Context: an optimization exercise on an open-source flow, tuned for small area, a short achievable clock period and few clock cycles. The choices shown serve that exercise and are no tape-out recipe.
Function was not checked in any run shown here: the RTL went through the layout flow alone.

--- config.mk ---
export PLATFORM = sky130hd
export DESIGN_NAME = EC_TOP
export DESIGN_NICKNAME = EC_TOP
export VERILOG_FILES = /design/flow/design.v
export SDC_FILE = /design/flow/constraint.sdc
export NUM_CORES = 4
export LEC_CHECK = 0
export ABC_CLOCK_PERIOD_IN_PS = 12000
export CAP_MARGIN = 20
export CORE_MARGIN = 2
export CORE_UTILIZATION = 40
export SLEW_MARGIN = 20
--- constraint.sdc ---
create_clock -name core_clock -period 77.0 [get_ports {clk}]
set_input_delay 15.4000 -clock core_clock [delete_from_list [all_inputs] [get_ports {clk}]]
set_output_delay 15.4000 -clock core_clock [all_outputs]
set_load 0.01 [all_outputs]
--- design.v ---
module INV_IP (IN_P, IN_K, OUT_INV);
input  [5:0] IN_P;
input  [4:0] IN_K;
output reg [5:0] OUT_INV;
reg [4:0] idx;
always @(*) begin
    case (IN_P)
        6'd3: idx = 5'd0;
        6'd5: idx = 5'd1;
        6'd7: idx = 5'd2;
        6'd11: idx = 5'd3;
        6'd13: idx = 5'd4;
        6'd17: idx = 5'd5;
        6'd19: idx = 5'd6;
        6'd23: idx = 5'd7;
        6'd29: idx = 5'd8;
        6'd31: idx = 5'd9;
        6'd37: idx = 5'd10;
        6'd41: idx = 5'd11;
        6'd43: idx = 5'd12;
        6'd47: idx = 5'd13;
        6'd53: idx = 5'd14;
        6'd59: idx = 5'd15;
        6'd61: idx = 5'd16;
        default: idx = 5'd0;
    endcase
end
always @(*) begin
    case ({idx, IN_K})
        10'd0: OUT_INV = 6'd1;
        10'd32: OUT_INV = 6'd1;
        10'd33: OUT_INV = 6'd2;
        10'd64: OUT_INV = 6'd1;
        10'd65: OUT_INV = 6'd5;
        10'd66: OUT_INV = 6'd3;
        10'd96: OUT_INV = 6'd1;
        10'd97: OUT_INV = 6'd4;
        10'd98: OUT_INV = 6'd9;
        10'd99: OUT_INV = 6'd8;
        10'd100: OUT_INV = 6'd5;
        10'd128: OUT_INV = 6'd1;
        10'd129: OUT_INV = 6'd9;
        10'd130: OUT_INV = 6'd8;
        10'd131: OUT_INV = 6'd2;
        10'd132: OUT_INV = 6'd3;
        10'd133: OUT_INV = 6'd6;
        10'd160: OUT_INV = 6'd1;
        10'd161: OUT_INV = 6'd6;
        10'd162: OUT_INV = 6'd7;
        10'd163: OUT_INV = 6'd5;
        10'd164: OUT_INV = 6'd2;
        10'd165: OUT_INV = 6'd14;
        10'd166: OUT_INV = 6'd4;
        10'd167: OUT_INV = 6'd8;
        10'd192: OUT_INV = 6'd1;
        10'd193: OUT_INV = 6'd13;
        10'd194: OUT_INV = 6'd4;
        10'd195: OUT_INV = 6'd11;
        10'd196: OUT_INV = 6'd17;
        10'd197: OUT_INV = 6'd7;
        10'd198: OUT_INV = 6'd3;
        10'd199: OUT_INV = 6'd14;
        10'd200: OUT_INV = 6'd9;
        10'd224: OUT_INV = 6'd1;
        10'd225: OUT_INV = 6'd8;
        10'd226: OUT_INV = 6'd14;
        10'd227: OUT_INV = 6'd10;
        10'd228: OUT_INV = 6'd18;
        10'd229: OUT_INV = 6'd21;
        10'd230: OUT_INV = 6'd16;
        10'd231: OUT_INV = 6'd20;
        10'd232: OUT_INV = 6'd19;
        10'd233: OUT_INV = 6'd17;
        10'd234: OUT_INV = 6'd11;
        10'd256: OUT_INV = 6'd1;
        10'd257: OUT_INV = 6'd10;
        10'd258: OUT_INV = 6'd6;
        10'd259: OUT_INV = 6'd25;
        10'd260: OUT_INV = 6'd13;
        10'd261: OUT_INV = 6'd8;
        10'd262: OUT_INV = 6'd9;
        10'd263: OUT_INV = 6'd2;
        10'd264: OUT_INV = 6'd12;
        10'd265: OUT_INV = 6'd26;
        10'd266: OUT_INV = 6'd18;
        10'd267: OUT_INV = 6'd24;
        10'd268: OUT_INV = 6'd7;
        10'd269: OUT_INV = 6'd14;
        10'd288: OUT_INV = 6'd1;
        10'd289: OUT_INV = 6'd21;
        10'd290: OUT_INV = 6'd25;
        10'd291: OUT_INV = 6'd9;
        10'd292: OUT_INV = 6'd7;
        10'd293: OUT_INV = 6'd17;
        10'd294: OUT_INV = 6'd12;
        10'd295: OUT_INV = 6'd29;
        10'd296: OUT_INV = 6'd11;
        10'd297: OUT_INV = 6'd18;
        10'd298: OUT_INV = 6'd3;
        10'd299: OUT_INV = 6'd27;
        10'd300: OUT_INV = 6'd5;
        10'd301: OUT_INV = 6'd23;
        10'd302: OUT_INV = 6'd15;
        10'd320: OUT_INV = 6'd1;
        10'd321: OUT_INV = 6'd25;
        10'd322: OUT_INV = 6'd15;
        10'd323: OUT_INV = 6'd16;
        10'd324: OUT_INV = 6'd33;
        10'd325: OUT_INV = 6'd27;
        10'd326: OUT_INV = 6'd20;
        10'd327: OUT_INV = 6'd5;
        10'd328: OUT_INV = 6'd24;
        10'd329: OUT_INV = 6'd2;
        10'd330: OUT_INV = 6'd30;
        10'd331: OUT_INV = 6'd29;
        10'd332: OUT_INV = 6'd3;
        10'd333: OUT_INV = 6'd11;
        10'd334: OUT_INV = 6'd23;
        10'd335: OUT_INV = 6'd6;
        10'd336: OUT_INV = 6'd9;
        10'd337: OUT_INV = 6'd18;
        10'd352: OUT_INV = 6'd1;
        10'd353: OUT_INV = 6'd14;
        10'd354: OUT_INV = 6'd33;
        10'd355: OUT_INV = 6'd6;
        10'd356: OUT_INV = 6'd32;
        10'd357: OUT_INV = 6'd15;
        10'd358: OUT_INV = 6'd19;
        10'd359: OUT_INV = 6'd11;
        10'd360: OUT_INV = 6'd29;
        10'd361: OUT_INV = 6'd13;
        10'd362: OUT_INV = 6'd2;
        10'd363: OUT_INV = 6'd25;
        10'd364: OUT_INV = 6'd23;
        10'd365: OUT_INV = 6'd38;
        10'd366: OUT_INV = 6'd17;
        10'd367: OUT_INV = 6'd4;
        10'd368: OUT_INV = 6'd5;
        10'd369: OUT_INV = 6'd34;
        10'd370: OUT_INV = 6'd10;
        10'd371: OUT_INV = 6'd20;
        10'd384: OUT_INV = 6'd1;
        10'd385: OUT_INV = 6'd29;
        10'd386: OUT_INV = 6'd26;
        10'd387: OUT_INV = 6'd37;
        10'd388: OUT_INV = 6'd24;
        10'd389: OUT_INV = 6'd4;
        10'd390: OUT_INV = 6'd10;
        10'd391: OUT_INV = 6'd23;
        10'd392: OUT_INV = 6'd38;
        10'd393: OUT_INV = 6'd34;
        10'd394: OUT_INV = 6'd41;
        10'd395: OUT_INV = 6'd15;
        10'd396: OUT_INV = 6'd31;
        10'd397: OUT_INV = 6'd8;
        10'd398: OUT_INV = 6'd3;
        10'd399: OUT_INV = 6'd25;
        10'd400: OUT_INV = 6'd30;
        10'd401: OUT_INV = 6'd16;
        10'd402: OUT_INV = 6'd7;
        10'd403: OUT_INV = 6'd32;
        10'd404: OUT_INV = 6'd21;
        10'd416: OUT_INV = 6'd1;
        10'd417: OUT_INV = 6'd16;
        10'd418: OUT_INV = 6'd19;
        10'd419: OUT_INV = 6'd27;
        10'd420: OUT_INV = 6'd21;
        10'd421: OUT_INV = 6'd30;
        10'd422: OUT_INV = 6'd29;
        10'd423: OUT_INV = 6'd22;
        10'd424: OUT_INV = 6'd36;
        10'd425: OUT_INV = 6'd5;
        10'd426: OUT_INV = 6'd9;
        10'd427: OUT_INV = 6'd45;
        10'd428: OUT_INV = 6'd32;
        10'd429: OUT_INV = 6'd7;
        10'd430: OUT_INV = 6'd13;
        10'd431: OUT_INV = 6'd44;
        10'd432: OUT_INV = 6'd10;
        10'd433: OUT_INV = 6'd43;
        10'd434: OUT_INV = 6'd14;
        10'd435: OUT_INV = 6'd41;
        10'd436: OUT_INV = 6'd39;
        10'd437: OUT_INV = 6'd35;
        10'd438: OUT_INV = 6'd23;
        10'd448: OUT_INV = 6'd1;
        10'd449: OUT_INV = 6'd18;
        10'd450: OUT_INV = 6'd32;
        10'd451: OUT_INV = 6'd38;
        10'd452: OUT_INV = 6'd6;
        10'd453: OUT_INV = 6'd29;
        10'd454: OUT_INV = 6'd49;
        10'd455: OUT_INV = 6'd46;
        10'd456: OUT_INV = 6'd25;
        10'd457: OUT_INV = 6'd14;
        10'd458: OUT_INV = 6'd48;
        10'd459: OUT_INV = 6'd30;
        10'd460: OUT_INV = 6'd17;
        10'd461: OUT_INV = 6'd2;
        10'd462: OUT_INV = 6'd11;
        10'd463: OUT_INV = 6'd12;
        10'd464: OUT_INV = 6'd45;
        10'd465: OUT_INV = 6'd50;
        10'd466: OUT_INV = 6'd43;
        10'd467: OUT_INV = 6'd34;
        10'd468: OUT_INV = 6'd22;
        10'd469: OUT_INV = 6'd37;
        10'd470: OUT_INV = 6'd33;
        10'd471: OUT_INV = 6'd44;
        10'd472: OUT_INV = 6'd13;
        10'd473: OUT_INV = 6'd26;
        10'd480: OUT_INV = 6'd1;
        10'd481: OUT_INV = 6'd20;
        10'd482: OUT_INV = 6'd12;
        10'd483: OUT_INV = 6'd17;
        10'd484: OUT_INV = 6'd46;
        10'd485: OUT_INV = 6'd43;
        10'd486: OUT_INV = 6'd50;
        10'd487: OUT_INV = 6'd4;
        10'd488: OUT_INV = 6'd7;
        10'd489: OUT_INV = 6'd28;
        10'd490: OUT_INV = 6'd45;
        10'd491: OUT_INV = 6'd18;
        10'd492: OUT_INV = 6'd26;
        10'd493: OUT_INV = 6'd35;
        10'd494: OUT_INV = 6'd57;
        10'd495: OUT_INV = 6'd40;
        10'd496: OUT_INV = 6'd34;
        10'd497: OUT_INV = 6'd27;
        10'd498: OUT_INV = 6'd8;
        10'd499: OUT_INV = 6'd56;
        10'd500: OUT_INV = 6'd36;
        10'd501: OUT_INV = 6'd11;
        10'd502: OUT_INV = 6'd21;
        10'd503: OUT_INV = 6'd54;
        10'd504: OUT_INV = 6'd53;
        10'd505: OUT_INV = 6'd22;
        10'd506: OUT_INV = 6'd49;
        10'd507: OUT_INV = 6'd44;
        10'd508: OUT_INV = 6'd29;
        10'd512: OUT_INV = 6'd1;
        10'd513: OUT_INV = 6'd41;
        10'd514: OUT_INV = 6'd49;
        10'd515: OUT_INV = 6'd35;
        10'd516: OUT_INV = 6'd34;
        10'd517: OUT_INV = 6'd50;
        10'd518: OUT_INV = 6'd47;
        10'd519: OUT_INV = 6'd57;
        10'd520: OUT_INV = 6'd18;
        10'd521: OUT_INV = 6'd45;
        10'd522: OUT_INV = 6'd32;
        10'd523: OUT_INV = 6'd8;
        10'd524: OUT_INV = 6'd22;
        10'd525: OUT_INV = 6'd52;
        10'd526: OUT_INV = 6'd40;
        10'd527: OUT_INV = 6'd2;
        10'd528: OUT_INV = 6'd37;
        10'd529: OUT_INV = 6'd7;
        10'd530: OUT_INV = 6'd33;
        10'd531: OUT_INV = 6'd36;
        10'd532: OUT_INV = 6'd3;
        10'd533: OUT_INV = 6'd44;
        10'd534: OUT_INV = 6'd19;
        10'd535: OUT_INV = 6'd13;
        10'd536: OUT_INV = 6'd5;
        10'd537: OUT_INV = 6'd6;
        10'd538: OUT_INV = 6'd38;
        10'd539: OUT_INV = 6'd10;
        10'd540: OUT_INV = 6'd15;
        10'd541: OUT_INV = 6'd30;
        default: OUT_INV = 6'd0;
    endcase
end
endmodule
module EC_TOP(
    clk, rst_n, in_valid,
    in_Px, in_Py, in_Qx, in_Qy, in_prime, in_a,
    out_valid, out_Rx, out_Ry
);
input clk, rst_n, in_valid;
input [6-1:0] in_Px, in_Py, in_Qx, in_Qy, in_prime, in_a;
output reg out_valid;
output reg [6-1:0] out_Rx, out_Ry;
reg v1, v2, v3, v4;
always @(posedge clk or negedge rst_n) begin
    if (!rst_n) begin
        v1 <= 1'b0; v2 <= 1'b0; v3 <= 1'b0; v4 <= 1'b0;
    end else begin
        v1 <= in_valid; v2 <= v1; v3 <= v2; v4 <= v3;
    end
end
reg [5:0] px, py, qx, qy, pr, aa;
always @(posedge clk) begin
    if (in_valid) begin
        px <= in_Px; py <= in_Py; qx <= in_Qx; qy <= in_Qy; pr <= in_prime; aa <= in_a;
    end
end
reg  [5:0] mm_a, mm_b;
reg  [6:0] mm_c;
reg  [11:0] mm_x;
reg  [7:0] mm_d;
integer k;
always @(*) begin
    mm_x = mm_a * mm_b + mm_c;
    for (k = 5; k >= 0; k = k - 1) begin
        mm_d = {1'b0, mm_x[k +: 7]} - {2'b00, pr};
        if (!mm_d[7]) mm_x[k +: 7] = mm_d[6:0];
    end
end
wire [5:0] mm_out = mm_x[5:0];
wire dbl = (px == qx) && (py == qy);
wire [7:0] px3  = {2'b00, px} + {1'b0, px, 1'b0};
wire [7:0] px3a = px3 - {1'b0, pr, 1'b0};
wire [7:0] px3b = px3 - {2'b00, pr};
wire [5:0] tx   = !px3a[7] ? px3a[5:0] : (!px3b[7] ? px3b[5:0] : px3[5:0]);    
wire [6:0] py2  = {py, 1'b0};
wire [7:0] py2s = {1'b0, py2} - {2'b00, pr};
wire [6:0] dsub = {1'b0, qx} - {1'b0, px};
wire [5:0] den  = dbl ? (py2s[7] ? py2[5:0] : py2s[5:0])
                      : (dsub[6] ? dsub[5:0] + pr : dsub[5:0]);
wire [5:0] dodd = den[0] ? den : pr - den;       
wire [5:0] rinv;
INV_IP I_INV_IP (.IN_P(pr), .IN_K(dodd[5:1]), .OUT_INV(rinv));
wire [5:0] inv  = den[0] ? rinv : pr - rinv;
reg [5:0] r_num, r_inv, r_s, r_rx, r_t;
wire [6:0] tsub = {1'b0, px} - {1'b0, mm_out};
wire [5:0] tval = tsub[6] ? tsub[5:0] + pr : tsub[5:0];
always @(*) begin
    mm_a = r_s; mm_b = r_s; mm_c = 7'd0;
    if (v1) begin
        mm_a = px;
        mm_b = dbl ? tx : 6'd0;
        mm_c = dbl ? {1'b0, aa} : ({1'b0, qy} + {1'b0, pr} - {1'b0, py});
    end else if (v2) begin
        mm_a = r_num; mm_b = r_inv; mm_c = 7'd0;
    end else if (v3) begin
        mm_a = r_s; mm_b = r_s; mm_c = {pr, 1'b0} - {1'b0, px} - {1'b0, qx};
    end else begin
        mm_a = r_s; mm_b = r_t; mm_c = {1'b0, pr} - {1'b0, py};
    end
end
always @(posedge clk) begin
    if (v1) begin r_num <= mm_out; r_inv <= inv; end
    if (v2) r_s <= mm_out;
    if (v3) begin r_rx <= mm_out; r_t <= tval; end
end
always @(posedge clk or negedge rst_n) begin
    if (!rst_n) begin
        out_valid <= 1'b0; out_Rx <= 6'd0; out_Ry <= 6'd0;
    end else begin
        out_valid <= v4;
        out_Rx <= v4 ? r_rx : 6'd0;
        out_Ry <= v4 ? mm_out : 6'd0;
    end
end
endmodule
--- run.sh ---
#!/bin/bash
# synth_recipe.tcl (not shown) runs the flow's synth.tcl, then flattens the netlist and writes it again
# the make line also repeats each setting of config.mk as NAME=value (left out here)
make -C /OpenROAD-flow-scripts/flow DESIGN_CONFIG=/design/flow/config.mk WORK_HOME=/design/flow/orfs CLKGATE_MAP_FILE= SYNTH_SCRIPT=/design/flow/synth_recipe.tcl finish
==> results.sh, run 1 <==
export IMPL_status="aborted with a tool error"
export IMPL_failed_stage="1_2_yosys"
export IMPL_run_stop_error="ERROR: TCL interpreter returned an error: Source files actually used in the design:"
export IMPL_yosys_warnings=2
==> inputs of run 2 (changes only) <==
--- a/config.mk
+++ b/config.mk
@@ -5,7 +5,6 @@
 export SDC_FILE = /design/flow/constraint.sdc
 export NUM_CORES = 4
 export LEC_CHECK = 0
-export ABC_CLOCK_PERIOD_IN_PS = 12000
 export CAP_MARGIN = 20
 export CORE_MARGIN = 2
 export CORE_UTILIZATION = 40
==> run 2 against run 1 <==
  * The flow again stops in 1_2_yosys
==> results.sh, run 2 <==
export IMPL_run_stop_error="ERROR: TCL interpreter returned an error: Source files actually used in the design:"
export IMPL_status="aborted with a tool error"
export IMPL_failed_stage="1_2_yosys"
export IMPL_yosys_warnings=2
